Background: an optimization exercise with open tools, aiming at small area. Do not read the settings as production practice.
Only the layout flow was run in this run; the RTL was not checked for function there.

<file path="flow/flow/run.sh">
#!/bin/bash
# Standard layout; ports buffered with a small buffer, synthesis buffers removed before placement.
set -euo pipefail
export BUFFER_PORTS_ARGS="-buffer_cell sky130_fd_sc_hd__buf_1"
export REMOVE_ABC_BUFFERS=1
export RECOVER_POWER=100
bash standard.sh > standard_flow.log 2>&1
</file>
<file path="flow/standard.sh">
#!/bin/bash
# synth_recipe.tcl (not shown) runs the flow's synth.tcl, then flattens the netlist and writes it again
# the make line also repeats each setting of config.mk as NAME=value (left out here)
make -C /OpenROAD-flow-scripts/flow DESIGN_CONFIG=/design/flow/config.mk WORK_HOME=/design/flow/orfs CLKGATE_MAP_FILE= SYNTH_SCRIPT=/design/flow/synth_recipe.tcl "${@:-finish}"
</file>
<file path="flow/config.mk">
export PLATFORM = sky130hd
export DESIGN_NAME = processing_element
export DESIGN_NICKNAME = processing_element
export VERILOG_FILES = /design/flow/design.v
export SDC_FILE = /design/flow/constraint.sdc
export NUM_CORES = 4
export LEC_CHECK = 0
export CAP_MARGIN = 20
export CORE_MARGIN = 2
export CORE_UTILIZATION = 40
export CTS_BUF_LIST = sky130_fd_sc_hd__clkbuf_8
export GPL_TIMING_DRIVEN = 0
export SLEW_MARGIN = 20
export SYNTH_HIERARCHICAL = 1
</file>
<file path="flow/constraint.sdc">
create_clock -name core_clock -period 6.5 [get_ports {clk}]
set_input_delay 1.3000 -clock core_clock [delete_from_list [all_inputs] [get_ports {clk}]]
set_output_delay 1.3000 -clock core_clock [all_outputs]
set_load 0.01 [all_outputs]
</file>
<file path="flow/design.v">
module processing_element(activation, weight, out, clk, rst);
parameter NON_ZERO_WEIGHTS = 108,
          SPECIAL_CASE = 0,
          FRACTIONAL_BITS = 8,
          BIT_SIZE = 16;
output reg signed [BIT_SIZE-1:0] out;
input [BIT_SIZE-1:0] activation, weight;
input clk, rst;
reg [23:0] s_n;        
reg [15:0] d1, d2, d3, d4;   
reg [6:0] cnt;       
reg valid;           
wire load = (cnt == 0);
wire [23:0] nxt;
wire one1;
wire two2;
wire neg3;
wire none4;
wire ntwo5;
wire nx6;
wire nx7;
wire nx8;
wire nx9;
wire nx10;
wire nx11;
wire nx12;
wire nx13;
wire nx14;
wire nx15;
wire nx16;
wire nx17;
wire nx18;
wire nx19;
wire nx20;
wire nx21;
wire pp22;
wire pp23;
wire pp24;
wire pp25;
wire pp26;
wire pp27;
wire pp28;
wire pp29;
wire pp30;
wire pp31;
wire pp32;
wire pp33;
wire pp34;
wire pp35;
wire pp36;
wire pp37;
wire pp38;
wire one39;
wire two40;
wire neg41;
wire none42;
wire ntwo43;
wire nx44;
wire nx45;
wire nx46;
wire nx47;
wire nx48;
wire nx49;
wire nx50;
wire nx51;
wire nx52;
wire nx53;
wire nx54;
wire nx55;
wire nx56;
wire nx57;
wire nx58;
wire nx59;
wire pp60;
wire pp61;
wire pp62;
wire pp63;
wire pp64;
wire pp65;
wire pp66;
wire pp67;
wire pp68;
wire pp69;
wire pp70;
wire pp71;
wire pp72;
wire pp73;
wire pp74;
wire pp75;
wire pp76;
wire one77;
wire two78;
wire neg79;
wire none80;
wire ntwo81;
wire nx82;
wire nx83;
wire nx84;
wire nx85;
wire nx86;
wire nx87;
wire nx88;
wire nx89;
wire nx90;
wire nx91;
wire nx92;
wire nx93;
wire nx94;
wire nx95;
wire nx96;
wire nx97;
wire pp98;
wire pp99;
wire pp100;
wire pp101;
wire pp102;
wire pp103;
wire pp104;
wire pp105;
wire pp106;
wire pp107;
wire pp108;
wire pp109;
wire pp110;
wire pp111;
wire pp112;
wire pp113;
wire pp114;
wire one115;
wire two116;
wire neg117;
wire none118;
wire ntwo119;
wire nx120;
wire nx121;
wire nx122;
wire nx123;
wire nx124;
wire nx125;
wire nx126;
wire nx127;
wire nx128;
wire nx129;
wire nx130;
wire nx131;
wire nx132;
wire nx133;
wire nx134;
wire nx135;
wire pp136;
wire pp137;
wire pp138;
wire pp139;
wire pp140;
wire pp141;
wire pp142;
wire pp143;
wire pp144;
wire pp145;
wire pp146;
wire pp147;
wire pp148;
wire pp149;
wire pp150;
wire pp151;
wire pp152;
wire one153;
wire two154;
wire neg155;
wire none156;
wire ntwo157;
wire nx158;
wire nx159;
wire nx160;
wire nx161;
wire nx162;
wire nx163;
wire nx164;
wire nx165;
wire nx166;
wire nx167;
wire nx168;
wire nx169;
wire nx170;
wire nx171;
wire nx172;
wire nx173;
wire pp174;
wire pp175;
wire pp176;
wire pp177;
wire pp178;
wire pp179;
wire pp180;
wire pp181;
wire pp182;
wire pp183;
wire pp184;
wire pp185;
wire pp186;
wire pp187;
wire pp188;
wire pp189;
wire one190;
wire two191;
wire neg192;
wire none193;
wire ntwo194;
wire nx195;
wire nx196;
wire nx197;
wire nx198;
wire nx199;
wire nx200;
wire nx201;
wire nx202;
wire nx203;
wire nx204;
wire nx205;
wire nx206;
wire nx207;
wire nx208;
wire pp209;
wire pp210;
wire pp211;
wire pp212;
wire pp213;
wire pp214;
wire pp215;
wire pp216;
wire pp217;
wire pp218;
wire pp219;
wire pp220;
wire pp221;
wire pp222;
wire one223;
wire two224;
wire neg225;
wire none226;
wire ntwo227;
wire nx228;
wire nx229;
wire nx230;
wire nx231;
wire nx232;
wire nx233;
wire nx234;
wire nx235;
wire nx236;
wire nx237;
wire nx238;
wire nx239;
wire pp240;
wire pp241;
wire pp242;
wire pp243;
wire pp244;
wire pp245;
wire pp246;
wire pp247;
wire pp248;
wire pp249;
wire pp250;
wire pp251;
wire one252;
wire two253;
wire neg254;
wire none255;
wire ntwo256;
wire nx257;
wire nx258;
wire nx259;
wire nx260;
wire nx261;
wire nx262;
wire nx263;
wire nx264;
wire nx265;
wire nx266;
wire pp267;
wire pp268;
wire pp269;
wire pp270;
wire pp271;
wire pp272;
wire pp273;
wire pp274;
wire pp275;
wire pp276;
wire ac277;
wire ac278;
wire ac279;
wire ac280;
wire ac281;
wire ac282;
wire ac283;
wire ac284;
wire ac285;
wire ac286;
wire ac287;
wire ac288;
wire ac289;
wire ac290;
wire ac291;
wire ac292;
wire ac293;
wire ac294;
wire ac295;
wire ac296;
wire ac297;
wire ac298;
wire ac299;
wire ac300;
wire es301;
wire ec302;
wire es303;
wire ec304;
wire es305;
wire ec306;
wire es307;
wire hs308;
wire hc309;
wire hs310;
wire hc311;
wire fs312;
wire fc313;
wire hs314;
wire hc315;
wire fs316;
wire fc317;
wire hs318;
wire hc319;
wire fs320;
wire fc321;
wire fs322;
wire fc323;
wire hs324;
wire hc325;
wire fs326;
wire fc327;
wire fs328;
wire fc329;
wire hs330;
wire hc331;
wire fs332;
wire fc333;
wire fs334;
wire fc335;
wire fs336;
wire fc337;
wire fs338;
wire fc339;
wire fs340;
wire fc341;
wire fs342;
wire fc343;
wire fs344;
wire fc345;
wire fs346;
wire fc347;
wire fs348;
wire fc349;
wire fs350;
wire fc351;
wire fs352;
wire fc353;
wire fs354;
wire fc355;
wire fs356;
wire fc357;
wire fs358;
wire fc359;
wire fs360;
wire fc361;
wire fs362;
wire fc363;
wire fs364;
wire fc365;
wire hs366;
wire hc367;
wire fs368;
wire fc369;
wire fs370;
wire fc371;
wire fs372;
wire fc373;
wire hs374;
wire hc375;
wire fs376;
wire fc377;
wire hs378;
wire hs379;
wire hc380;
wire hs381;
wire hc382;
wire fs383;
wire fc384;
wire hs385;
wire hc386;
wire fs387;
wire fc388;
wire hs389;
wire hc390;
wire fs391;
wire fc392;
wire fs393;
wire fc394;
wire fs395;
wire fc396;
wire fs397;
wire fc398;
wire fs399;
wire fc400;
wire fs401;
wire fc402;
wire fs403;
wire fc404;
wire fs405;
wire fc406;
wire fs407;
wire fc408;
wire fs409;
wire fc410;
wire fs411;
wire fc412;
wire fs413;
wire fc414;
wire fs415;
wire fc416;
wire fs417;
wire fc418;
wire fs419;
wire fc420;
wire fs421;
wire fc422;
wire fs423;
wire fc424;
wire fs425;
wire fc426;
wire fs427;
wire fc428;
wire fs429;
wire fc430;
wire fs431;
wire fc432;
wire fs433;
wire fc434;
wire fs435;
wire fc436;
wire fs437;
wire fc438;
wire fs439;
wire fc440;
wire fs441;
wire fc442;
wire fs443;
wire fc444;
wire fs445;
wire fc446;
wire fs447;
wire fc448;
wire fs449;
wire fc450;
wire fs451;
wire fs452;
wire hs453;
wire hc454;
wire hs455;
wire hc456;
wire fs457;
wire fc458;
wire fs459;
wire fc460;
wire fs461;
wire fc462;
wire fs463;
wire fc464;
wire fs465;
wire fc466;
wire fs467;
wire fc468;
wire fs469;
wire fc470;
wire fs471;
wire fc472;
wire fs473;
wire fc474;
wire fs475;
wire fc476;
wire fs477;
wire fc478;
wire fs479;
wire fc480;
wire fs481;
wire fc482;
wire fs483;
wire fc484;
wire fs485;
wire fc486;
wire fs487;
wire fc488;
wire fs489;
wire fc490;
wire fs491;
wire fc492;
wire fs493;
wire fc494;
wire fs495;
wire hs496;
wire hc497;
wire hs498;
wire hc499;
wire fs500;
wire fc501;
wire fs502;
wire fc503;
wire fs504;
wire fc505;
wire fs506;
wire fc507;
wire fs508;
wire fc509;
wire fs510;
wire fc511;
wire fs512;
wire fc513;
wire fs514;
wire fc515;
wire fs516;
wire fc517;
wire fs518;
wire fc519;
wire fs520;
wire fc521;
wire fs522;
wire fc523;
wire fs524;
wire fc525;
wire fs526;
wire fc527;
wire fs528;
wire fc529;
wire fs530;
wire fc531;
wire fs532;
wire fc533;
wire fs534;
wire fc535;
wire fs536;
wire fc537;
wire fs538;
wire fc539;
wire fs540;
wire fc541;
wire fs542;
wire g543;
wire p544;
wire g545;
wire p546;
wire g547;
wire p548;
wire g549;
wire p550;
wire g551;
wire p552;
wire g553;
wire p554;
wire g555;
wire p556;
wire g557;
wire p558;
wire g559;
wire p560;
wire g561;
wire p562;
wire g563;
wire p564;
wire g565;
wire p566;
wire g567;
wire p568;
wire g569;
wire p570;
wire g571;
wire p572;
wire g573;
wire p574;
wire g575;
wire p576;
wire g577;
wire p578;
wire g579;
wire p580;
wire g581;
wire p582;
wire g583;
wire p584;
wire g585;
wire p586;
wire g587;
wire p588;
wire g589;
wire p590;
wire G591;
wire P592;
wire G593;
wire P594;
wire G595;
wire P596;
wire G597;
wire P598;
wire G599;
wire P600;
wire G601;
wire P602;
wire G603;
wire P604;
wire G605;
wire P606;
wire G607;
wire P608;
wire G609;
wire P610;
wire G611;
wire P612;
wire G613;
wire P614;
wire G615;
wire P616;
wire G617;
wire P618;
wire G619;
wire P620;
wire G621;
wire P622;
wire G623;
wire P624;
wire G625;
wire P626;
wire G627;
wire P628;
wire G629;
wire P630;
wire G631;
wire P632;
wire G633;
wire P634;
wire G635;
wire P636;
wire G637;
wire P638;
wire G639;
wire P640;
wire G641;
wire P642;
wire G643;
wire P644;
wire G645;
wire P646;
wire G647;
wire P648;
wire G649;
wire P650;
wire G651;
wire P652;
wire G653;
wire P654;
wire G655;
wire P656;
wire G657;
wire P658;
wire G659;
wire P660;
wire G661;
wire P662;
wire G663;
wire P664;
wire G665;
wire P666;
wire G667;
wire P668;
wire G669;
wire P670;
wire G671;
wire P672;
wire G673;
wire P674;
wire G675;
wire P676;
wire G677;
wire P678;
wire G679;
wire P680;
wire G681;
wire P682;
wire G683;
wire P684;
wire G685;
wire P686;
wire G687;
wire P688;
wire G689;
wire P690;
wire G691;
wire P692;
wire G693;
wire P694;
assign one1 = weight[0] ^ 1'b0;
assign two2 = (weight[1] & ~weight[0] & ~1'b0) | (~weight[1] & weight[0] & 1'b0);
assign neg3 = weight[1] & ~(weight[0] & 1'b0);
assign none4 = ~one1;
assign ntwo5 = ~two2;
assign nx6 = ~(activation[0] ^ neg3);
assign nx7 = ~(activation[1] ^ neg3);
assign nx8 = ~(activation[2] ^ neg3);
assign nx9 = ~(activation[3] ^ neg3);
assign nx10 = ~(activation[4] ^ neg3);
assign nx11 = ~(activation[5] ^ neg3);
assign nx12 = ~(activation[6] ^ neg3);
assign nx13 = ~(activation[7] ^ neg3);
assign nx14 = ~(activation[8] ^ neg3);
assign nx15 = ~(activation[9] ^ neg3);
assign nx16 = ~(activation[10] ^ neg3);
assign nx17 = ~(activation[11] ^ neg3);
assign nx18 = ~(activation[12] ^ neg3);
assign nx19 = ~(activation[13] ^ neg3);
assign nx20 = ~(activation[14] ^ neg3);
assign nx21 = ~(activation[15] ^ neg3);
assign pp22 = ((one1 & ~nx6) | (two2 & neg3));
pe_o22ai u_sel1 (.a(none4), .b(nx7), .c(ntwo5), .d(nx6), .y(pp23));
pe_o22ai u_sel2 (.a(none4), .b(nx8), .c(ntwo5), .d(nx7), .y(pp24));
pe_o22ai u_sel3 (.a(none4), .b(nx9), .c(ntwo5), .d(nx8), .y(pp25));
pe_o22ai u_sel4 (.a(none4), .b(nx10), .c(ntwo5), .d(nx9), .y(pp26));
pe_o22ai u_sel5 (.a(none4), .b(nx11), .c(ntwo5), .d(nx10), .y(pp27));
pe_o22ai u_sel6 (.a(none4), .b(nx12), .c(ntwo5), .d(nx11), .y(pp28));
pe_o22ai u_sel7 (.a(none4), .b(nx13), .c(ntwo5), .d(nx12), .y(pp29));
pe_o22ai u_sel8 (.a(none4), .b(nx14), .c(ntwo5), .d(nx13), .y(pp30));
pe_o22ai u_sel9 (.a(none4), .b(nx15), .c(ntwo5), .d(nx14), .y(pp31));
pe_o22ai u_sel10 (.a(none4), .b(nx16), .c(ntwo5), .d(nx15), .y(pp32));
pe_o22ai u_sel11 (.a(none4), .b(nx17), .c(ntwo5), .d(nx16), .y(pp33));
pe_o22ai u_sel12 (.a(none4), .b(nx18), .c(ntwo5), .d(nx17), .y(pp34));
pe_o22ai u_sel13 (.a(none4), .b(nx19), .c(ntwo5), .d(nx18), .y(pp35));
pe_o22ai u_sel14 (.a(none4), .b(nx20), .c(ntwo5), .d(nx19), .y(pp36));
pe_o22ai u_sel15 (.a(none4), .b(nx21), .c(ntwo5), .d(nx20), .y(pp37));
pe_o22a u_sel16 (.a(none4), .b(nx21), .c(ntwo5), .d(nx21), .y(pp38));
assign one39 = weight[2] ^ weight[1];
assign two40 = (weight[3] & ~weight[2] & ~weight[1]) | (~weight[3] & weight[2] & weight[1]);
assign neg41 = weight[3] & ~(weight[2] & weight[1]);
assign none42 = ~one39;
assign ntwo43 = ~two40;
assign nx44 = ~(activation[0] ^ neg41);
assign nx45 = ~(activation[1] ^ neg41);
assign nx46 = ~(activation[2] ^ neg41);
assign nx47 = ~(activation[3] ^ neg41);
assign nx48 = ~(activation[4] ^ neg41);
assign nx49 = ~(activation[5] ^ neg41);
assign nx50 = ~(activation[6] ^ neg41);
assign nx51 = ~(activation[7] ^ neg41);
assign nx52 = ~(activation[8] ^ neg41);
assign nx53 = ~(activation[9] ^ neg41);
assign nx54 = ~(activation[10] ^ neg41);
assign nx55 = ~(activation[11] ^ neg41);
assign nx56 = ~(activation[12] ^ neg41);
assign nx57 = ~(activation[13] ^ neg41);
assign nx58 = ~(activation[14] ^ neg41);
assign nx59 = ~(activation[15] ^ neg41);
assign pp60 = ((one39 & ~nx44) | (two40 & neg41));
pe_o22ai u_sel17 (.a(none42), .b(nx45), .c(ntwo43), .d(nx44), .y(pp61));
pe_o22ai u_sel18 (.a(none42), .b(nx46), .c(ntwo43), .d(nx45), .y(pp62));
pe_o22ai u_sel19 (.a(none42), .b(nx47), .c(ntwo43), .d(nx46), .y(pp63));
pe_o22ai u_sel20 (.a(none42), .b(nx48), .c(ntwo43), .d(nx47), .y(pp64));
pe_o22ai u_sel21 (.a(none42), .b(nx49), .c(ntwo43), .d(nx48), .y(pp65));
pe_o22ai u_sel22 (.a(none42), .b(nx50), .c(ntwo43), .d(nx49), .y(pp66));
pe_o22ai u_sel23 (.a(none42), .b(nx51), .c(ntwo43), .d(nx50), .y(pp67));
pe_o22ai u_sel24 (.a(none42), .b(nx52), .c(ntwo43), .d(nx51), .y(pp68));
pe_o22ai u_sel25 (.a(none42), .b(nx53), .c(ntwo43), .d(nx52), .y(pp69));
pe_o22ai u_sel26 (.a(none42), .b(nx54), .c(ntwo43), .d(nx53), .y(pp70));
pe_o22ai u_sel27 (.a(none42), .b(nx55), .c(ntwo43), .d(nx54), .y(pp71));
pe_o22ai u_sel28 (.a(none42), .b(nx56), .c(ntwo43), .d(nx55), .y(pp72));
pe_o22ai u_sel29 (.a(none42), .b(nx57), .c(ntwo43), .d(nx56), .y(pp73));
pe_o22ai u_sel30 (.a(none42), .b(nx58), .c(ntwo43), .d(nx57), .y(pp74));
pe_o22ai u_sel31 (.a(none42), .b(nx59), .c(ntwo43), .d(nx58), .y(pp75));
pe_o22a u_sel32 (.a(none42), .b(nx59), .c(ntwo43), .d(nx59), .y(pp76));
assign one77 = weight[4] ^ weight[3];
assign two78 = (weight[5] & ~weight[4] & ~weight[3]) | (~weight[5] & weight[4] & weight[3]);
assign neg79 = weight[5] & ~(weight[4] & weight[3]);
assign none80 = ~one77;
assign ntwo81 = ~two78;
assign nx82 = ~(activation[0] ^ neg79);
assign nx83 = ~(activation[1] ^ neg79);
assign nx84 = ~(activation[2] ^ neg79);
assign nx85 = ~(activation[3] ^ neg79);
assign nx86 = ~(activation[4] ^ neg79);
assign nx87 = ~(activation[5] ^ neg79);
assign nx88 = ~(activation[6] ^ neg79);
assign nx89 = ~(activation[7] ^ neg79);
assign nx90 = ~(activation[8] ^ neg79);
assign nx91 = ~(activation[9] ^ neg79);
assign nx92 = ~(activation[10] ^ neg79);
assign nx93 = ~(activation[11] ^ neg79);
assign nx94 = ~(activation[12] ^ neg79);
assign nx95 = ~(activation[13] ^ neg79);
assign nx96 = ~(activation[14] ^ neg79);
assign nx97 = ~(activation[15] ^ neg79);
assign pp98 = ((one77 & ~nx82) | (two78 & neg79));
pe_o22ai u_sel33 (.a(none80), .b(nx83), .c(ntwo81), .d(nx82), .y(pp99));
pe_o22ai u_sel34 (.a(none80), .b(nx84), .c(ntwo81), .d(nx83), .y(pp100));
pe_o22ai u_sel35 (.a(none80), .b(nx85), .c(ntwo81), .d(nx84), .y(pp101));
pe_o22ai u_sel36 (.a(none80), .b(nx86), .c(ntwo81), .d(nx85), .y(pp102));
pe_o22ai u_sel37 (.a(none80), .b(nx87), .c(ntwo81), .d(nx86), .y(pp103));
pe_o22ai u_sel38 (.a(none80), .b(nx88), .c(ntwo81), .d(nx87), .y(pp104));
pe_o22ai u_sel39 (.a(none80), .b(nx89), .c(ntwo81), .d(nx88), .y(pp105));
pe_o22ai u_sel40 (.a(none80), .b(nx90), .c(ntwo81), .d(nx89), .y(pp106));
pe_o22ai u_sel41 (.a(none80), .b(nx91), .c(ntwo81), .d(nx90), .y(pp107));
pe_o22ai u_sel42 (.a(none80), .b(nx92), .c(ntwo81), .d(nx91), .y(pp108));
pe_o22ai u_sel43 (.a(none80), .b(nx93), .c(ntwo81), .d(nx92), .y(pp109));
pe_o22ai u_sel44 (.a(none80), .b(nx94), .c(ntwo81), .d(nx93), .y(pp110));
pe_o22ai u_sel45 (.a(none80), .b(nx95), .c(ntwo81), .d(nx94), .y(pp111));
pe_o22ai u_sel46 (.a(none80), .b(nx96), .c(ntwo81), .d(nx95), .y(pp112));
pe_o22ai u_sel47 (.a(none80), .b(nx97), .c(ntwo81), .d(nx96), .y(pp113));
pe_o22a u_sel48 (.a(none80), .b(nx97), .c(ntwo81), .d(nx97), .y(pp114));
assign one115 = weight[6] ^ weight[5];
assign two116 = (weight[7] & ~weight[6] & ~weight[5]) | (~weight[7] & weight[6] & weight[5]);
assign neg117 = weight[7] & ~(weight[6] & weight[5]);
assign none118 = ~one115;
assign ntwo119 = ~two116;
assign nx120 = ~(activation[0] ^ neg117);
assign nx121 = ~(activation[1] ^ neg117);
assign nx122 = ~(activation[2] ^ neg117);
assign nx123 = ~(activation[3] ^ neg117);
assign nx124 = ~(activation[4] ^ neg117);
assign nx125 = ~(activation[5] ^ neg117);
assign nx126 = ~(activation[6] ^ neg117);
assign nx127 = ~(activation[7] ^ neg117);
assign nx128 = ~(activation[8] ^ neg117);
assign nx129 = ~(activation[9] ^ neg117);
assign nx130 = ~(activation[10] ^ neg117);
assign nx131 = ~(activation[11] ^ neg117);
assign nx132 = ~(activation[12] ^ neg117);
assign nx133 = ~(activation[13] ^ neg117);
assign nx134 = ~(activation[14] ^ neg117);
assign nx135 = ~(activation[15] ^ neg117);
assign pp136 = ((one115 & ~nx120) | (two116 & neg117));
pe_o22ai u_sel49 (.a(none118), .b(nx121), .c(ntwo119), .d(nx120), .y(pp137));
pe_o22ai u_sel50 (.a(none118), .b(nx122), .c(ntwo119), .d(nx121), .y(pp138));
pe_o22ai u_sel51 (.a(none118), .b(nx123), .c(ntwo119), .d(nx122), .y(pp139));
pe_o22ai u_sel52 (.a(none118), .b(nx124), .c(ntwo119), .d(nx123), .y(pp140));
pe_o22ai u_sel53 (.a(none118), .b(nx125), .c(ntwo119), .d(nx124), .y(pp141));
pe_o22ai u_sel54 (.a(none118), .b(nx126), .c(ntwo119), .d(nx125), .y(pp142));
pe_o22ai u_sel55 (.a(none118), .b(nx127), .c(ntwo119), .d(nx126), .y(pp143));
pe_o22ai u_sel56 (.a(none118), .b(nx128), .c(ntwo119), .d(nx127), .y(pp144));
pe_o22ai u_sel57 (.a(none118), .b(nx129), .c(ntwo119), .d(nx128), .y(pp145));
pe_o22ai u_sel58 (.a(none118), .b(nx130), .c(ntwo119), .d(nx129), .y(pp146));
pe_o22ai u_sel59 (.a(none118), .b(nx131), .c(ntwo119), .d(nx130), .y(pp147));
pe_o22ai u_sel60 (.a(none118), .b(nx132), .c(ntwo119), .d(nx131), .y(pp148));
pe_o22ai u_sel61 (.a(none118), .b(nx133), .c(ntwo119), .d(nx132), .y(pp149));
pe_o22ai u_sel62 (.a(none118), .b(nx134), .c(ntwo119), .d(nx133), .y(pp150));
pe_o22ai u_sel63 (.a(none118), .b(nx135), .c(ntwo119), .d(nx134), .y(pp151));
pe_o22a u_sel64 (.a(none118), .b(nx135), .c(ntwo119), .d(nx135), .y(pp152));
assign one153 = weight[8] ^ weight[7];
assign two154 = (weight[9] & ~weight[8] & ~weight[7]) | (~weight[9] & weight[8] & weight[7]);
assign neg155 = weight[9] & ~(weight[8] & weight[7]);
assign none156 = ~one153;
assign ntwo157 = ~two154;
assign nx158 = ~(activation[0] ^ neg155);
assign nx159 = ~(activation[1] ^ neg155);
assign nx160 = ~(activation[2] ^ neg155);
assign nx161 = ~(activation[3] ^ neg155);
assign nx162 = ~(activation[4] ^ neg155);
assign nx163 = ~(activation[5] ^ neg155);
assign nx164 = ~(activation[6] ^ neg155);
assign nx165 = ~(activation[7] ^ neg155);
assign nx166 = ~(activation[8] ^ neg155);
assign nx167 = ~(activation[9] ^ neg155);
assign nx168 = ~(activation[10] ^ neg155);
assign nx169 = ~(activation[11] ^ neg155);
assign nx170 = ~(activation[12] ^ neg155);
assign nx171 = ~(activation[13] ^ neg155);
assign nx172 = ~(activation[14] ^ neg155);
assign nx173 = ~(activation[15] ^ neg155);
assign pp174 = ((one153 & ~nx158) | (two154 & neg155));
pe_o22ai u_sel65 (.a(none156), .b(nx159), .c(ntwo157), .d(nx158), .y(pp175));
pe_o22ai u_sel66 (.a(none156), .b(nx160), .c(ntwo157), .d(nx159), .y(pp176));
pe_o22ai u_sel67 (.a(none156), .b(nx161), .c(ntwo157), .d(nx160), .y(pp177));
pe_o22ai u_sel68 (.a(none156), .b(nx162), .c(ntwo157), .d(nx161), .y(pp178));
pe_o22ai u_sel69 (.a(none156), .b(nx163), .c(ntwo157), .d(nx162), .y(pp179));
pe_o22ai u_sel70 (.a(none156), .b(nx164), .c(ntwo157), .d(nx163), .y(pp180));
pe_o22ai u_sel71 (.a(none156), .b(nx165), .c(ntwo157), .d(nx164), .y(pp181));
pe_o22ai u_sel72 (.a(none156), .b(nx166), .c(ntwo157), .d(nx165), .y(pp182));
pe_o22ai u_sel73 (.a(none156), .b(nx167), .c(ntwo157), .d(nx166), .y(pp183));
pe_o22ai u_sel74 (.a(none156), .b(nx168), .c(ntwo157), .d(nx167), .y(pp184));
pe_o22ai u_sel75 (.a(none156), .b(nx169), .c(ntwo157), .d(nx168), .y(pp185));
pe_o22ai u_sel76 (.a(none156), .b(nx170), .c(ntwo157), .d(nx169), .y(pp186));
pe_o22ai u_sel77 (.a(none156), .b(nx171), .c(ntwo157), .d(nx170), .y(pp187));
pe_o22ai u_sel78 (.a(none156), .b(nx172), .c(ntwo157), .d(nx171), .y(pp188));
pe_o22ai u_sel79 (.a(none156), .b(nx173), .c(ntwo157), .d(nx172), .y(pp189));
assign one190 = weight[10] ^ weight[9];
assign two191 = (weight[11] & ~weight[10] & ~weight[9]) | (~weight[11] & weight[10] & weight[9]);
assign neg192 = weight[11] & ~(weight[10] & weight[9]);
assign none193 = ~one190;
assign ntwo194 = ~two191;
assign nx195 = ~(activation[0] ^ neg192);
assign nx196 = ~(activation[1] ^ neg192);
assign nx197 = ~(activation[2] ^ neg192);
assign nx198 = ~(activation[3] ^ neg192);
assign nx199 = ~(activation[4] ^ neg192);
assign nx200 = ~(activation[5] ^ neg192);
assign nx201 = ~(activation[6] ^ neg192);
assign nx202 = ~(activation[7] ^ neg192);
assign nx203 = ~(activation[8] ^ neg192);
assign nx204 = ~(activation[9] ^ neg192);
assign nx205 = ~(activation[10] ^ neg192);
assign nx206 = ~(activation[11] ^ neg192);
assign nx207 = ~(activation[12] ^ neg192);
assign nx208 = ~(activation[13] ^ neg192);
assign pp209 = ((one190 & ~nx195) | (two191 & neg192));
pe_o22ai u_sel80 (.a(none193), .b(nx196), .c(ntwo194), .d(nx195), .y(pp210));
pe_o22ai u_sel81 (.a(none193), .b(nx197), .c(ntwo194), .d(nx196), .y(pp211));
pe_o22ai u_sel82 (.a(none193), .b(nx198), .c(ntwo194), .d(nx197), .y(pp212));
pe_o22ai u_sel83 (.a(none193), .b(nx199), .c(ntwo194), .d(nx198), .y(pp213));
pe_o22ai u_sel84 (.a(none193), .b(nx200), .c(ntwo194), .d(nx199), .y(pp214));
pe_o22ai u_sel85 (.a(none193), .b(nx201), .c(ntwo194), .d(nx200), .y(pp215));
pe_o22ai u_sel86 (.a(none193), .b(nx202), .c(ntwo194), .d(nx201), .y(pp216));
pe_o22ai u_sel87 (.a(none193), .b(nx203), .c(ntwo194), .d(nx202), .y(pp217));
pe_o22ai u_sel88 (.a(none193), .b(nx204), .c(ntwo194), .d(nx203), .y(pp218));
pe_o22ai u_sel89 (.a(none193), .b(nx205), .c(ntwo194), .d(nx204), .y(pp219));
pe_o22ai u_sel90 (.a(none193), .b(nx206), .c(ntwo194), .d(nx205), .y(pp220));
pe_o22ai u_sel91 (.a(none193), .b(nx207), .c(ntwo194), .d(nx206), .y(pp221));
pe_o22ai u_sel92 (.a(none193), .b(nx208), .c(ntwo194), .d(nx207), .y(pp222));
assign one223 = weight[12] ^ weight[11];
assign two224 = (weight[13] & ~weight[12] & ~weight[11]) | (~weight[13] & weight[12] & weight[11]);
assign neg225 = weight[13] & ~(weight[12] & weight[11]);
assign none226 = ~one223;
assign ntwo227 = ~two224;
assign nx228 = ~(activation[0] ^ neg225);
assign nx229 = ~(activation[1] ^ neg225);
assign nx230 = ~(activation[2] ^ neg225);
assign nx231 = ~(activation[3] ^ neg225);
assign nx232 = ~(activation[4] ^ neg225);
assign nx233 = ~(activation[5] ^ neg225);
assign nx234 = ~(activation[6] ^ neg225);
assign nx235 = ~(activation[7] ^ neg225);
assign nx236 = ~(activation[8] ^ neg225);
assign nx237 = ~(activation[9] ^ neg225);
assign nx238 = ~(activation[10] ^ neg225);
assign nx239 = ~(activation[11] ^ neg225);
assign pp240 = ((one223 & ~nx228) | (two224 & neg225));
pe_o22ai u_sel93 (.a(none226), .b(nx229), .c(ntwo227), .d(nx228), .y(pp241));
pe_o22ai u_sel94 (.a(none226), .b(nx230), .c(ntwo227), .d(nx229), .y(pp242));
pe_o22ai u_sel95 (.a(none226), .b(nx231), .c(ntwo227), .d(nx230), .y(pp243));
pe_o22ai u_sel96 (.a(none226), .b(nx232), .c(ntwo227), .d(nx231), .y(pp244));
pe_o22ai u_sel97 (.a(none226), .b(nx233), .c(ntwo227), .d(nx232), .y(pp245));
pe_o22ai u_sel98 (.a(none226), .b(nx234), .c(ntwo227), .d(nx233), .y(pp246));
pe_o22ai u_sel99 (.a(none226), .b(nx235), .c(ntwo227), .d(nx234), .y(pp247));
pe_o22ai u_sel100 (.a(none226), .b(nx236), .c(ntwo227), .d(nx235), .y(pp248));
pe_o22ai u_sel101 (.a(none226), .b(nx237), .c(ntwo227), .d(nx236), .y(pp249));
pe_o22ai u_sel102 (.a(none226), .b(nx238), .c(ntwo227), .d(nx237), .y(pp250));
pe_o22ai u_sel103 (.a(none226), .b(nx239), .c(ntwo227), .d(nx238), .y(pp251));
assign one252 = weight[14] ^ weight[13];
assign two253 = (weight[15] & ~weight[14] & ~weight[13]) | (~weight[15] & weight[14] & weight[13]);
assign neg254 = weight[15] & ~(weight[14] & weight[13]);
assign none255 = ~one252;
assign ntwo256 = ~two253;
assign nx257 = ~(activation[0] ^ neg254);
assign nx258 = ~(activation[1] ^ neg254);
assign nx259 = ~(activation[2] ^ neg254);
assign nx260 = ~(activation[3] ^ neg254);
assign nx261 = ~(activation[4] ^ neg254);
assign nx262 = ~(activation[5] ^ neg254);
assign nx263 = ~(activation[6] ^ neg254);
assign nx264 = ~(activation[7] ^ neg254);
assign nx265 = ~(activation[8] ^ neg254);
assign nx266 = ~(activation[9] ^ neg254);
assign pp267 = ((one252 & ~nx257) | (two253 & neg254));
pe_o22ai u_sel104 (.a(none255), .b(nx258), .c(ntwo256), .d(nx257), .y(pp268));
pe_o22ai u_sel105 (.a(none255), .b(nx259), .c(ntwo256), .d(nx258), .y(pp269));
pe_o22ai u_sel106 (.a(none255), .b(nx260), .c(ntwo256), .d(nx259), .y(pp270));
pe_o22ai u_sel107 (.a(none255), .b(nx261), .c(ntwo256), .d(nx260), .y(pp271));
pe_o22ai u_sel108 (.a(none255), .b(nx262), .c(ntwo256), .d(nx261), .y(pp272));
pe_o22ai u_sel109 (.a(none255), .b(nx263), .c(ntwo256), .d(nx262), .y(pp273));
pe_o22ai u_sel110 (.a(none255), .b(nx264), .c(ntwo256), .d(nx263), .y(pp274));
pe_o22ai u_sel111 (.a(none255), .b(nx265), .c(ntwo256), .d(nx264), .y(pp275));
pe_o22ai u_sel112 (.a(none255), .b(nx266), .c(ntwo256), .d(nx265), .y(pp276));
assign ac277 = ~(s_n[0] | load);
assign ac278 = ~(s_n[1] | load);
assign ac279 = ~(s_n[2] | load);
assign ac280 = ~(s_n[3] | load);
assign ac281 = ~(s_n[4] | load);
assign ac282 = ~(s_n[5] | load);
assign ac283 = ~(s_n[6] | load);
assign ac284 = ~(s_n[7] | load);
assign ac285 = ~(s_n[8] | load);
assign ac286 = ~(s_n[9] | load);
assign ac287 = ~(s_n[10] | load);
assign ac288 = ~(s_n[11] | load);
assign ac289 = ~(s_n[12] | load);
assign ac290 = ~(s_n[13] | load);
assign ac291 = ~(s_n[14] | load);
assign ac292 = ~(s_n[15] | load);
assign ac293 = ~(s_n[16] | load);
assign ac294 = ~(s_n[17] | load);
assign ac295 = ~(s_n[18] | load);
assign ac296 = ~(s_n[19] | load);
assign ac297 = ~(s_n[20] | load);
assign ac298 = ~(s_n[21] | load);
assign ac299 = ~(s_n[22] | load);
assign ac300 = ~(s_n[23] | load);
pe_ha u_ha113 (.a(ac291), .b(neg254), .s(es301), .co(ec302));
pe_ha u_ha114 (.a(ac292), .b(ec302), .s(es303), .co(ec304));
assign es305 = ~(ac293 ^ ec304);
assign ec306 = ac293 | ec304;
assign es307 = ~ac294;
pe_ha u_ha115 (.a(ac285), .b(neg155), .s(hs308), .co(hc309));
pe_ha u_ha116 (.a(ac286), .b(pp31), .s(hs310), .co(hc311));
pe_fa u_fa117 (.a(ac287), .b(neg192), .c(pp32), .s(fs312), .co(fc313));
pe_ha u_ha118 (.a(pp68), .b(pp104), .s(hs314), .co(hc315));
pe_fa u_fa119 (.a(ac288), .b(pp33), .c(pp69), .s(fs316), .co(fc317));
pe_ha u_ha120 (.a(pp105), .b(pp141), .s(hs318), .co(hc319));
pe_fa u_fa121 (.a(ac289), .b(neg225), .c(pp34), .s(fs320), .co(fc321));
pe_fa u_fa122 (.a(pp70), .b(pp106), .c(pp142), .s(fs322), .co(fc323));
pe_ha u_ha123 (.a(pp178), .b(pp211), .s(hs324), .co(hc325));
pe_fa u_fa124 (.a(ac290), .b(pp35), .c(pp71), .s(fs326), .co(fc327));
pe_fa u_fa125 (.a(pp107), .b(pp143), .c(pp179), .s(fs328), .co(fc329));
pe_ha u_ha126 (.a(pp212), .b(pp241), .s(hs330), .co(hc331));
pe_fa u_fa127 (.a(es301), .b(pp36), .c(pp72), .s(fs332), .co(fc333));
pe_fa u_fa128 (.a(pp108), .b(pp144), .c(pp180), .s(fs334), .co(fc335));
pe_fa u_fa129 (.a(pp213), .b(pp242), .c(pp267), .s(fs336), .co(fc337));
pe_fa u_fa130 (.a(es303), .b(pp37), .c(pp73), .s(fs338), .co(fc339));
pe_fa u_fa131 (.a(pp109), .b(pp145), .c(pp181), .s(fs340), .co(fc341));
pe_fa u_fa132 (.a(pp214), .b(pp243), .c(pp268), .s(fs342), .co(fc343));
pe_fa u_fa133 (.a(pp38), .b(pp74), .c(pp110), .s(fs344), .co(fc345));
pe_fa u_fa134 (.a(pp146), .b(pp182), .c(pp215), .s(fs346), .co(fc347));
pe_fa u_fa135 (.a(pp244), .b(pp269), .c(es305), .s(fs348), .co(fc349));
pe_fa u_fa136 (.a(es307), .b(pp75), .c(pp111), .s(fs350), .co(fc351));
pe_fa u_fa137 (.a(pp147), .b(pp183), .c(pp216), .s(fs352), .co(fc353));
pe_fa u_fa138 (.a(pp245), .b(pp270), .c(ec306), .s(fs354), .co(fc355));
pe_fa u_fa139 (.a(ac295), .b(ac294), .c(pp76), .s(fs356), .co(fc357));
pe_fa u_fa140 (.a(pp112), .b(pp148), .c(pp184), .s(fs358), .co(fc359));
pe_fa u_fa141 (.a(pp217), .b(pp246), .c(pp271), .s(fs360), .co(fc361));
pe_fa u_fa142 (.a(1'b1), .b(ac296), .c(pp113), .s(fs362), .co(fc363));
pe_fa u_fa143 (.a(pp149), .b(pp185), .c(pp218), .s(fs364), .co(fc365));
pe_ha u_ha144 (.a(pp247), .b(pp272), .s(hs366), .co(hc367));
pe_fa u_fa145 (.a(ac297), .b(pp114), .c(pp150), .s(fs368), .co(fc369));
pe_fa u_fa146 (.a(pp186), .b(pp219), .c(pp248), .s(fs370), .co(fc371));
pe_fa u_fa147 (.a(1'b1), .b(ac298), .c(pp151), .s(fs372), .co(fc373));
pe_ha u_ha148 (.a(pp187), .b(pp220), .s(hs374), .co(hc375));
pe_fa u_fa149 (.a(ac299), .b(pp152), .c(pp188), .s(fs376), .co(fc377));
assign hs378 = 1'b1 ^ ac300;
pe_ha u_ha150 (.a(ac281), .b(neg79), .s(hs379), .co(hc380));
pe_ha u_ha151 (.a(ac282), .b(pp27), .s(hs381), .co(hc382));
pe_fa u_fa152 (.a(ac283), .b(neg117), .c(pp28), .s(fs383), .co(fc384));
pe_ha u_ha153 (.a(pp64), .b(pp100), .s(hs385), .co(hc386));
pe_fa u_fa154 (.a(ac284), .b(pp29), .c(pp65), .s(fs387), .co(fc388));
pe_ha u_ha155 (.a(pp101), .b(pp137), .s(hs389), .co(hc390));
pe_fa u_fa156 (.a(hs308), .b(pp30), .c(pp66), .s(fs391), .co(fc392));
pe_fa u_fa157 (.a(pp102), .b(pp138), .c(pp174), .s(fs393), .co(fc394));
pe_fa u_fa158 (.a(hc309), .b(pp67), .c(pp103), .s(fs395), .co(fc396));
pe_fa u_fa159 (.a(pp139), .b(pp175), .c(hs310), .s(fs397), .co(fc398));
pe_fa u_fa160 (.a(pp140), .b(pp176), .c(pp209), .s(fs399), .co(fc400));
pe_fa u_fa161 (.a(hc311), .b(hs314), .c(fs312), .s(fs401), .co(fc402));
pe_fa u_fa162 (.a(pp177), .b(pp210), .c(hc315), .s(fs403), .co(fc404));
pe_fa u_fa163 (.a(hs318), .b(fc313), .c(fs316), .s(fs405), .co(fc406));
pe_fa u_fa164 (.a(pp240), .b(hc319), .c(hs324), .s(fs407), .co(fc408));
pe_fa u_fa165 (.a(fc317), .b(fs320), .c(fs322), .s(fs409), .co(fc410));
pe_fa u_fa166 (.a(hc325), .b(hs330), .c(fc321), .s(fs411), .co(fc412));
pe_fa u_fa167 (.a(fc323), .b(fs326), .c(fs328), .s(fs413), .co(fc414));
pe_fa u_fa168 (.a(hc331), .b(fc327), .c(fc329), .s(fs415), .co(fc416));
pe_fa u_fa169 (.a(fs332), .b(fs334), .c(fs336), .s(fs417), .co(fc418));
pe_fa u_fa170 (.a(fc333), .b(fc335), .c(fc337), .s(fs419), .co(fc420));
pe_fa u_fa171 (.a(fs338), .b(fs340), .c(fs342), .s(fs421), .co(fc422));
pe_fa u_fa172 (.a(fc339), .b(fc341), .c(fc343), .s(fs423), .co(fc424));
pe_fa u_fa173 (.a(fs344), .b(fs346), .c(fs348), .s(fs425), .co(fc426));
pe_fa u_fa174 (.a(fc345), .b(fc347), .c(fs350), .s(fs427), .co(fc428));
pe_fa u_fa175 (.a(fs352), .b(fc349), .c(fs354), .s(fs429), .co(fc430));
pe_fa u_fa176 (.a(fc351), .b(fc353), .c(fs356), .s(fs431), .co(fc432));
pe_fa u_fa177 (.a(fs358), .b(fs360), .c(fc355), .s(fs433), .co(fc434));
pe_fa u_fa178 (.a(hs366), .b(fc357), .c(fc359), .s(fs435), .co(fc436));
pe_fa u_fa179 (.a(fc361), .b(fs362), .c(fs364), .s(fs437), .co(fc438));
pe_fa u_fa180 (.a(pp273), .b(hc367), .c(fc363), .s(fs439), .co(fc440));
pe_fa u_fa181 (.a(fc365), .b(fs368), .c(fs370), .s(fs441), .co(fc442));
pe_fa u_fa182 (.a(pp249), .b(pp274), .c(hs374), .s(fs443), .co(fc444));
pe_fa u_fa183 (.a(fc369), .b(fc371), .c(fs372), .s(fs445), .co(fc446));
pe_fa u_fa184 (.a(pp221), .b(pp250), .c(pp275), .s(fs447), .co(fc448));
pe_fa u_fa185 (.a(hc375), .b(fc373), .c(fs376), .s(fs449), .co(fc450));
assign fs451 = hs378 ^ pp189 ^ pp222;
assign fs452 = pp251 ^ pp276 ^ fc377;
pe_ha u_ha186 (.a(ac279), .b(neg41), .s(hs453), .co(hc454));
pe_ha u_ha187 (.a(ac280), .b(pp25), .s(hs455), .co(hc456));
pe_fa u_fa188 (.a(hs379), .b(pp26), .c(pp62), .s(fs457), .co(fc458));
pe_fa u_fa189 (.a(hc380), .b(pp63), .c(pp99), .s(fs459), .co(fc460));
pe_fa u_fa190 (.a(pp136), .b(hc382), .c(hs385), .s(fs461), .co(fc462));
pe_fa u_fa191 (.a(hc386), .b(hs389), .c(fc384), .s(fs463), .co(fc464));
pe_fa u_fa192 (.a(hc390), .b(fc388), .c(fs391), .s(fs465), .co(fc466));
pe_fa u_fa193 (.a(fc392), .b(fc394), .c(fs395), .s(fs467), .co(fc468));
pe_fa u_fa194 (.a(fc396), .b(fs399), .c(fc398), .s(fs469), .co(fc470));
pe_fa u_fa195 (.a(fc400), .b(fs403), .c(fc402), .s(fs471), .co(fc472));
pe_fa u_fa196 (.a(fc404), .b(fs407), .c(fc406), .s(fs473), .co(fc474));
pe_fa u_fa197 (.a(fc408), .b(fc410), .c(fs411), .s(fs475), .co(fc476));
pe_fa u_fa198 (.a(fc412), .b(fc414), .c(fs415), .s(fs477), .co(fc478));
pe_fa u_fa199 (.a(fc416), .b(fc418), .c(fs419), .s(fs479), .co(fc480));
pe_fa u_fa200 (.a(fc420), .b(fc422), .c(fs423), .s(fs481), .co(fc482));
pe_fa u_fa201 (.a(fc424), .b(fs427), .c(fc426), .s(fs483), .co(fc484));
pe_fa u_fa202 (.a(fc428), .b(fs431), .c(fc430), .s(fs485), .co(fc486));
pe_fa u_fa203 (.a(fc432), .b(fs435), .c(fc434), .s(fs487), .co(fc488));
pe_fa u_fa204 (.a(fc436), .b(fc438), .c(fs439), .s(fs489), .co(fc490));
pe_fa u_fa205 (.a(fs443), .b(fc440), .c(fc442), .s(fs491), .co(fc492));
pe_fa u_fa206 (.a(fs447), .b(fc444), .c(fc446), .s(fs493), .co(fc494));
assign fs495 = fc448 ^ fs451 ^ fc450;
pe_ha u_ha207 (.a(ac277), .b(neg3), .s(hs496), .co(hc497));
pe_ha u_ha208 (.a(ac278), .b(pp23), .s(hs498), .co(hc499));
pe_fa u_fa209 (.a(hs453), .b(pp24), .c(pp60), .s(fs500), .co(fc501));
pe_fa u_fa210 (.a(hc454), .b(pp61), .c(hs455), .s(fs502), .co(fc503));
pe_fa u_fa211 (.a(pp98), .b(hc456), .c(fs457), .s(fs504), .co(fc505));
pe_fa u_fa212 (.a(hs381), .b(fc458), .c(fs459), .s(fs506), .co(fc507));
pe_fa u_fa213 (.a(fc460), .b(fs383), .c(fs461), .s(fs508), .co(fc509));
pe_fa u_fa214 (.a(fs387), .b(fc462), .c(fs463), .s(fs510), .co(fc511));
pe_fa u_fa215 (.a(fs393), .b(fc464), .c(fs465), .s(fs512), .co(fc513));
pe_fa u_fa216 (.a(fs397), .b(fc466), .c(fs467), .s(fs514), .co(fc515));
pe_fa u_fa217 (.a(fc468), .b(fs401), .c(fs469), .s(fs516), .co(fc517));
pe_fa u_fa218 (.a(fs405), .b(fc470), .c(fs471), .s(fs518), .co(fc519));
pe_fa u_fa219 (.a(fs409), .b(fc472), .c(fs473), .s(fs520), .co(fc521));
pe_fa u_fa220 (.a(fs413), .b(fc474), .c(fs475), .s(fs522), .co(fc523));
pe_fa u_fa221 (.a(fs417), .b(fc476), .c(fs477), .s(fs524), .co(fc525));
pe_fa u_fa222 (.a(fs421), .b(fc478), .c(fs479), .s(fs526), .co(fc527));
pe_fa u_fa223 (.a(fs425), .b(fc480), .c(fs481), .s(fs528), .co(fc529));
pe_fa u_fa224 (.a(fs429), .b(fc482), .c(fs483), .s(fs530), .co(fc531));
pe_fa u_fa225 (.a(fs433), .b(fc484), .c(fs485), .s(fs532), .co(fc533));
pe_fa u_fa226 (.a(fs437), .b(fc486), .c(fs487), .s(fs534), .co(fc535));
pe_fa u_fa227 (.a(fs441), .b(fc488), .c(fs489), .s(fs536), .co(fc537));
pe_fa u_fa228 (.a(fs445), .b(fc490), .c(fs491), .s(fs538), .co(fc539));
pe_fa u_fa229 (.a(fs449), .b(fc492), .c(fs493), .s(fs540), .co(fc541));
assign fs542 = fs452 ^ fc494 ^ fs495;
assign g543 = hs496 & pp22;
assign p544 = hs496 ^ pp22;
assign g545 = hc497 & hs498;
assign p546 = hc497 ^ hs498;
assign g547 = hc499 & fs500;
assign p548 = hc499 ^ fs500;
assign g549 = fc501 & fs502;
assign p550 = fc501 ^ fs502;
assign g551 = fc503 & fs504;
assign p552 = fc503 ^ fs504;
assign g553 = fc505 & fs506;
assign p554 = fc505 ^ fs506;
assign g555 = fc507 & fs508;
assign p556 = fc507 ^ fs508;
assign g557 = fc509 & fs510;
assign p558 = fc509 ^ fs510;
assign g559 = fc511 & fs512;
assign p560 = fc511 ^ fs512;
assign g561 = fc513 & fs514;
assign p562 = fc513 ^ fs514;
assign g563 = fc515 & fs516;
assign p564 = fc515 ^ fs516;
assign g565 = fc517 & fs518;
assign p566 = fc517 ^ fs518;
assign g567 = fc519 & fs520;
assign p568 = fc519 ^ fs520;
assign g569 = fc521 & fs522;
assign p570 = fc521 ^ fs522;
assign g571 = fc523 & fs524;
assign p572 = fc523 ^ fs524;
assign g573 = fc525 & fs526;
assign p574 = fc525 ^ fs526;
assign g575 = fc527 & fs528;
assign p576 = fc527 ^ fs528;
assign g577 = fc529 & fs530;
assign p578 = fc529 ^ fs530;
assign g579 = fc531 & fs532;
assign p580 = fc531 ^ fs532;
assign g581 = fc533 & fs534;
assign p582 = fc533 ^ fs534;
assign g583 = fc535 & fs536;
assign p584 = fc535 ^ fs536;
assign g585 = fc537 & fs538;
assign p586 = fc537 ^ fs538;
assign g587 = fc539 & fs540;
assign p588 = fc539 ^ fs540;
assign g589 = fc541 & fs542;
assign p590 = fc541 ^ fs542;
assign G591 = g545 | (p546 & g543);
assign P592 = p546 & p544;
assign G593 = g549 | (p550 & g547);
assign P594 = p550 & p548;
assign G595 = g553 | (p554 & g551);
assign P596 = p554 & p552;
assign G597 = g557 | (p558 & g555);
assign P598 = p558 & p556;
assign G599 = g561 | (p562 & g559);
assign P600 = p562 & p560;
assign G601 = g565 | (p566 & g563);
assign P602 = p566 & p564;
assign G603 = g569 | (p570 & g567);
assign P604 = p570 & p568;
assign G605 = g573 | (p574 & g571);
assign P606 = p574 & p572;
assign G607 = g577 | (p578 & g575);
assign P608 = p578 & p576;
assign G609 = g581 | (p582 & g579);
assign P610 = p582 & p580;
assign G611 = g585 | (p586 & g583);
assign P612 = p586 & p584;
assign G613 = g589 | (p590 & g587);
assign P614 = p590 & p588;
assign G615 = g547 | (p548 & G591);
assign P616 = p548 & P592;
assign G617 = G593 | (P594 & G591);
assign P618 = P594 & P592;
assign G619 = g555 | (p556 & G595);
assign P620 = p556 & P596;
assign G621 = G597 | (P598 & G595);
assign P622 = P598 & P596;
assign G623 = g563 | (p564 & G599);
assign P624 = p564 & P600;
assign G625 = G601 | (P602 & G599);
assign P626 = P602 & P600;
assign G627 = g571 | (p572 & G603);
assign P628 = p572 & P604;
assign G629 = G605 | (P606 & G603);
assign P630 = P606 & P604;
assign G631 = g579 | (p580 & G607);
assign P632 = p580 & P608;
assign G633 = G609 | (P610 & G607);
assign P634 = P610 & P608;
assign G635 = g587 | (p588 & G611);
assign P636 = p588 & P612;
assign G637 = G613 | (P614 & G611);
assign P638 = P614 & P612;
assign G639 = g551 | (p552 & G617);
assign P640 = p552 & P618;
assign G641 = G595 | (P596 & G617);
assign P642 = P596 & P618;
assign G643 = G619 | (P620 & G617);
assign P644 = P620 & P618;
assign G645 = G621 | (P622 & G617);
assign P646 = P622 & P618;
assign G647 = g567 | (p568 & G625);
assign P648 = p568 & P626;
assign G649 = G603 | (P604 & G625);
assign P650 = P604 & P626;
assign G651 = G627 | (P628 & G625);
assign P652 = P628 & P626;
assign G653 = G629 | (P630 & G625);
assign P654 = P630 & P626;
assign G655 = g583 | (p584 & G633);
assign P656 = p584 & P634;
assign G657 = G611 | (P612 & G633);
assign P658 = P612 & P634;
assign G659 = G635 | (P636 & G633);
assign P660 = P636 & P634;
assign G661 = G637 | (P638 & G633);
assign P662 = P638 & P634;
assign G663 = g559 | (p560 & G645);
assign P664 = p560 & P646;
assign G665 = G599 | (P600 & G645);
assign P666 = P600 & P646;
assign G667 = G623 | (P624 & G645);
assign P668 = P624 & P646;
assign G669 = G625 | (P626 & G645);
assign P670 = P626 & P646;
assign G671 = G647 | (P648 & G645);
assign P672 = P648 & P646;
assign G673 = G649 | (P650 & G645);
assign P674 = P650 & P646;
assign G675 = G651 | (P652 & G645);
assign P676 = P652 & P646;
assign G677 = G653 | (P654 & G645);
assign P678 = P654 & P646;
assign G679 = g575 | (p576 & G677);
assign P680 = p576 & P678;
assign G681 = G607 | (P608 & G677);
assign P682 = P608 & P678;
assign G683 = G631 | (P632 & G677);
assign P684 = P632 & P678;
assign G685 = G633 | (P634 & G677);
assign P686 = P634 & P678;
assign G687 = G655 | (P656 & G677);
assign P688 = P656 & P678;
assign G689 = G657 | (P658 & G677);
assign P690 = P658 & P678;
assign G691 = G659 | (P660 & G677);
assign P692 = P660 & P678;
assign G693 = G661 | (P662 & G677);
assign P694 = P662 & P678;
assign nxt[0] = p544;
assign nxt[1] = (p546 ^ g543);
assign nxt[2] = (p548 ^ G591);
assign nxt[3] = (p550 ^ G615);
assign nxt[4] = (p552 ^ G617);
assign nxt[5] = (p554 ^ G639);
assign nxt[6] = (p556 ^ G641);
assign nxt[7] = (p558 ^ G643);
assign nxt[8] = (p560 ^ G645);
assign nxt[9] = (p562 ^ G663);
assign nxt[10] = (p564 ^ G665);
assign nxt[11] = (p566 ^ G667);
assign nxt[12] = (p568 ^ G669);
assign nxt[13] = (p570 ^ G671);
assign nxt[14] = (p572 ^ G673);
assign nxt[15] = (p574 ^ G675);
assign nxt[16] = (p576 ^ G677);
assign nxt[17] = (p578 ^ G679);
assign nxt[18] = (p580 ^ G681);
assign nxt[19] = (p582 ^ G683);
assign nxt[20] = (p584 ^ G685);
assign nxt[21] = (p586 ^ G687);
assign nxt[22] = (p588 ^ G689);
assign nxt[23] = (p590 ^ G691);
always @(posedge clk) begin
  s_n <= ~nxt;
  d1 <= s_n[FRACTIONAL_BITS+15:FRACTIONAL_BITS];
  d2 <= d1;
  d3 <= d2;
  d4 <= d3;
  if (!rst) begin
    cnt <= 0;
    valid <= 1'b0;
    out <= 0;
  end else begin
    cnt <= (cnt == NON_ZERO_WEIGHTS - 1) ? 7'd0 : cnt + 7'd1;
    valid <= valid | (cnt == 4);
    out <= valid ? ~d4 : 16'd0;
  end
end
endmodule
module pe_fa(a, b, c, s, co);
input a, b, c;
output s, co;
assign s = a ^ b ^ c;
assign co = (a & b) | (a & c) | (b & c);
endmodule
module pe_o22ai(a, b, c, d, y);
input a, b, c, d;
output y;
assign y = ~((a | b) & (c | d));
endmodule
module pe_o22a(a, b, c, d, y);
input a, b, c, d;
output y;
assign y = (a | b) & (c | d);
endmodule
module pe_ha(a, b, s, co);
input a, b;
output s, co;
assign s = a ^ b;
assign co = a & b;
endmodule
</file>
==> results_dict.tcl <==
set metrics [dict create \
    crit_top_cell "fa_1" \
    yosys.area_share.simple 0.0690 \
    grt_usage 0.159 \
    io_pins 50 \
    num_rows 52 \
    num_antenna_cells 0 \
    max-slew-margin-rel 0.279 \
    setup_viol_count_final 0 \
    final_common_cell "xnor2_1" \
    startpoint_type "input pin" \
    path_cells "buf_2, nor3_1, a21oi_2, o22ai_1, fa_1, fa_1, fa_1, fa_1, ha_1, inv_1, nor3_1, a221oi_4, nand2_1, fa_1, xnor2_1" \
    grtUsageMet1 0.237 \
    fillers 1986 \
    fin_crit_sh 0.941 \
    use_met2 0.242 \
    critPathBufInv 2 \
    dp_cells 1055 \
    synth_xor_area_frac 0.153 \
    synthArstFlopShare 0 \
    path_class "in -> reg" \
    gp_congestion 0.881 \
    place_ws_ns -0.449 \
    fin_skew_ns 0.0116 \
    numCtsBuffers 9 \
    area_delta_synth_final_pct 8.56 \
    ctsLongestPathBuffers 2 \
    antenna_found_initial 0 \
    grt-ovfl-total 0 \
    grt_pass1_wl_um 27500 \
    synth_cell_type_count 53 \
    viasPerCell 5.14 \
    ys_seq_elements 112 \
    syn_area_per_cell_um2 10.8 \
    first_pass_iters 5 \
    dp_hpwl_um 13700 \
    drc 0 \
    cp.arrival_ns 6.39 \
    yosysTopAreaCell "dfxtp_1" \
    cp_top_family "adder cells" \
    crit_fanout 22 \
    setup_ws_ns 0.385 \
    die_h_um 147 \
    yosys.area.top_type_share 0.273 \
    ys_seq_area_frac 0.273 \
    fin_util 0.442 \
    synth_top_flop_cell "dfxtp_1" \
    tightest_slew_ns 1.08 \
    grt_pass1_vias 5414 \
    wl_per_cell_um 15.0 \
    required_ns 6.77 \
    ys_top_cells_by_area "dfxtp_1 (27%), fa_1 (25%), xnor2_1 (14%)" \
    slowest_stage "a21oi_2" \
    synthAdderAreaFrac 0.329 \
    clk_latency_ns 0.37 \
    cts_sinks 112 \
    grt_setup_unrepaired "false" \
    synth_top_family_by_area "adder cells" \
    holdBufCountCts 0 \
    clock.fmax_mhz 164 \
    root_buffer "clkbuf_8" \
    cts_tree "yes" \
    status "complete, no violations" \
    hold_class "reg -> reg" \
    synth-compound-area-share 0.142 \
    start_util 0.408 \
    drtAntennaViolNets 0 \
    ys_warn_count 7 \
    critPathCaptureType "register" \
    core-area_um2 20200 \
    fin_crit_ns 6.11 \
    netlist_area_um2 8220 \
    slowest_delay_ns 0.59 \
    postRouteWirelength_um 16200 \
    grt_max_degree 24 \
    cts_max_level 3 \
    muxShareOfSynthArea 0 \
    cap_violations 0 \
    drv_slew 0 \
    dieArea_um2 21700 \
    synth_edf_count 0 \
    dr.first_iter.drc_count 306 \
    met3_usage 0.0220 \
    drive_gt1_frac 0.0569 \
    stdcell_count 1078 \
    final-hold-violation-count 0 \
    synthCells 763 \
    port_buffers 49 \
    die_w_um 147 \
    layout.nets 991 \
    grt_busiest_layer "met2" \
    path_clk_slew_ns 0.10 \
    final_cell_mix "xnor2_1 (130), dfxtp_1 (112), o22ai_1 (108)" \
    vias 5540 \
]
[modules after synthesis, one instance, submodules excluded]
| module | flops+latches | cell area (um^2) |
|---|---|---|
| processing_element | 112 | 5300 |
| pe_o22a | 0 | 8.76 |
| pe_ha | 0 | 12.5 |
| pe_o22ai | 0 | 6.26 |
| pe_fa | 0 | 20.0 |
[path summary, 6_finish.rpt]
| kind | startpoint | to | slack [ns] | cells past startpoint |
|---|---|---|---|---|
| setup / recovery | weight[1] | s_n[17] | 0.39 | 15 |
| hold / removal | d1[2] | d2[2] | 0.32 | 0 |
| setup reg to reg | cnt[4] | s_n[22] | 0.70 | 19 |
| hold reg to reg | d1[2] | d2[2] | 0.32 | 0 |
[per-stage QoR]
step | hold slack (ns) | setup TNS [ns] | instance area [um^2]
after floorplan | 0.310 | 0 | 8100
after global placement | 0.312 | -6.99 | 8620
after detailed placement | 0.312 | -2.38 | 8660
after CTS | 0.323 | 0 | 8880
after global routing | 0.326 | 0 | 8920
final | 0.323 | 0 | 8920
[state kept, by name (all words and copies together), names as in the netlist]
register  count
cnt           7
d1           16
d2           16
d3           16
d4           16
out          16
s_n          24
valid         1
[final cells by class]
| class | count | area [um^2] | share of cell area |
|---|---|---|---|
| multi-input cells | 584 | 5710 | 0.640 |
| clock inverters | 6 | 82.6 | 0.00926 |
| repair buffers | 58 | 265 | 0.0297 |
| flip-flops and latches | 112 | 2240 | 0.251 |
| well taps | 270 | 338 | 0.0379 |
| inverters | 38 | 143 | 0.0160 |
| clock buffers | 10 | 138 | 0.0154 |
[routing by layer]
layer	routed length, um	share of wire	up-vias
met3	566	0.035	13
met4	196	0.012	0
met1	8350	0.52	2672
li1	-	-	2736
met5	0	0	-
met2	7070	0.44	119
[synthesized netlist by cell type (all sizes together) (13+ instances only)]
| cell | instances |
|---|---|
| a21oi | 18 |
| buf | 17 |
| clkbuf | 13 |
| dfxtp | 112 |
| fa | 104 |
| ha | 50 |
| inv | 38 |
| nor2 | 54 |
| nor3 | 14 |
| o22ai | 108 |
| xnor2 | 130 |
| xor2 | 14 |
[worst register-to-register path, delay by kind of cell, from the launching register on]
family	cells	cell delay, ns
adders and majority gates	8	2.69
xor gates and xnor gates	1	0.16
AOI/OAI and AO/OA	3	0.73
and+or+nand+nor	5	1.65
DFF	1	0.38
buffers and inverters	2	0.12
[kinds of logic after synthesis]
kind of cell / Yosys count
compound gates: 169
xor+xnor: 144
fa+ha+maj: 154
buf+inv: 68
flops: 112
other cells: 1
simple gates: 115
[repair_timing]
action                                  CTS  global route
setup buffers                             0             7
hold endpoints to repair                  0             0
pin swaps                                 0             1
endpoints found under the setup margin    1             3
gates resized for setup                   1             2

[afterwards: timing with drivers on the ports]
No port has a modelled driver above. Below, the same layout with a new extraction and two added sets of constraints.
Step 1 assumes that a clkbuf_16 drives the clock port and a buf_2 every other input.
Step 2 also shifts input and output timing later by t, the mid clock arrival at the registers, as if the neighbouring blocks saw the same clock.
Three values: no drivers, after step 1, after step 2; two values: the first two.
t (ns): 0.409
setup slack, ns: 0.385 / 0.407 / -0.002
slew at the worst register clock pin (ns): 0.11 / 0.11
worst data-port slew with drivers (ns): 0.03
cell pins on the clock port's net: 1
Met with ideal ports but missed after step 2: setup timing in this run. For this run, drivers alone change the setup slack by +0.022 ns; drivers and shift together by -0.387 ns.
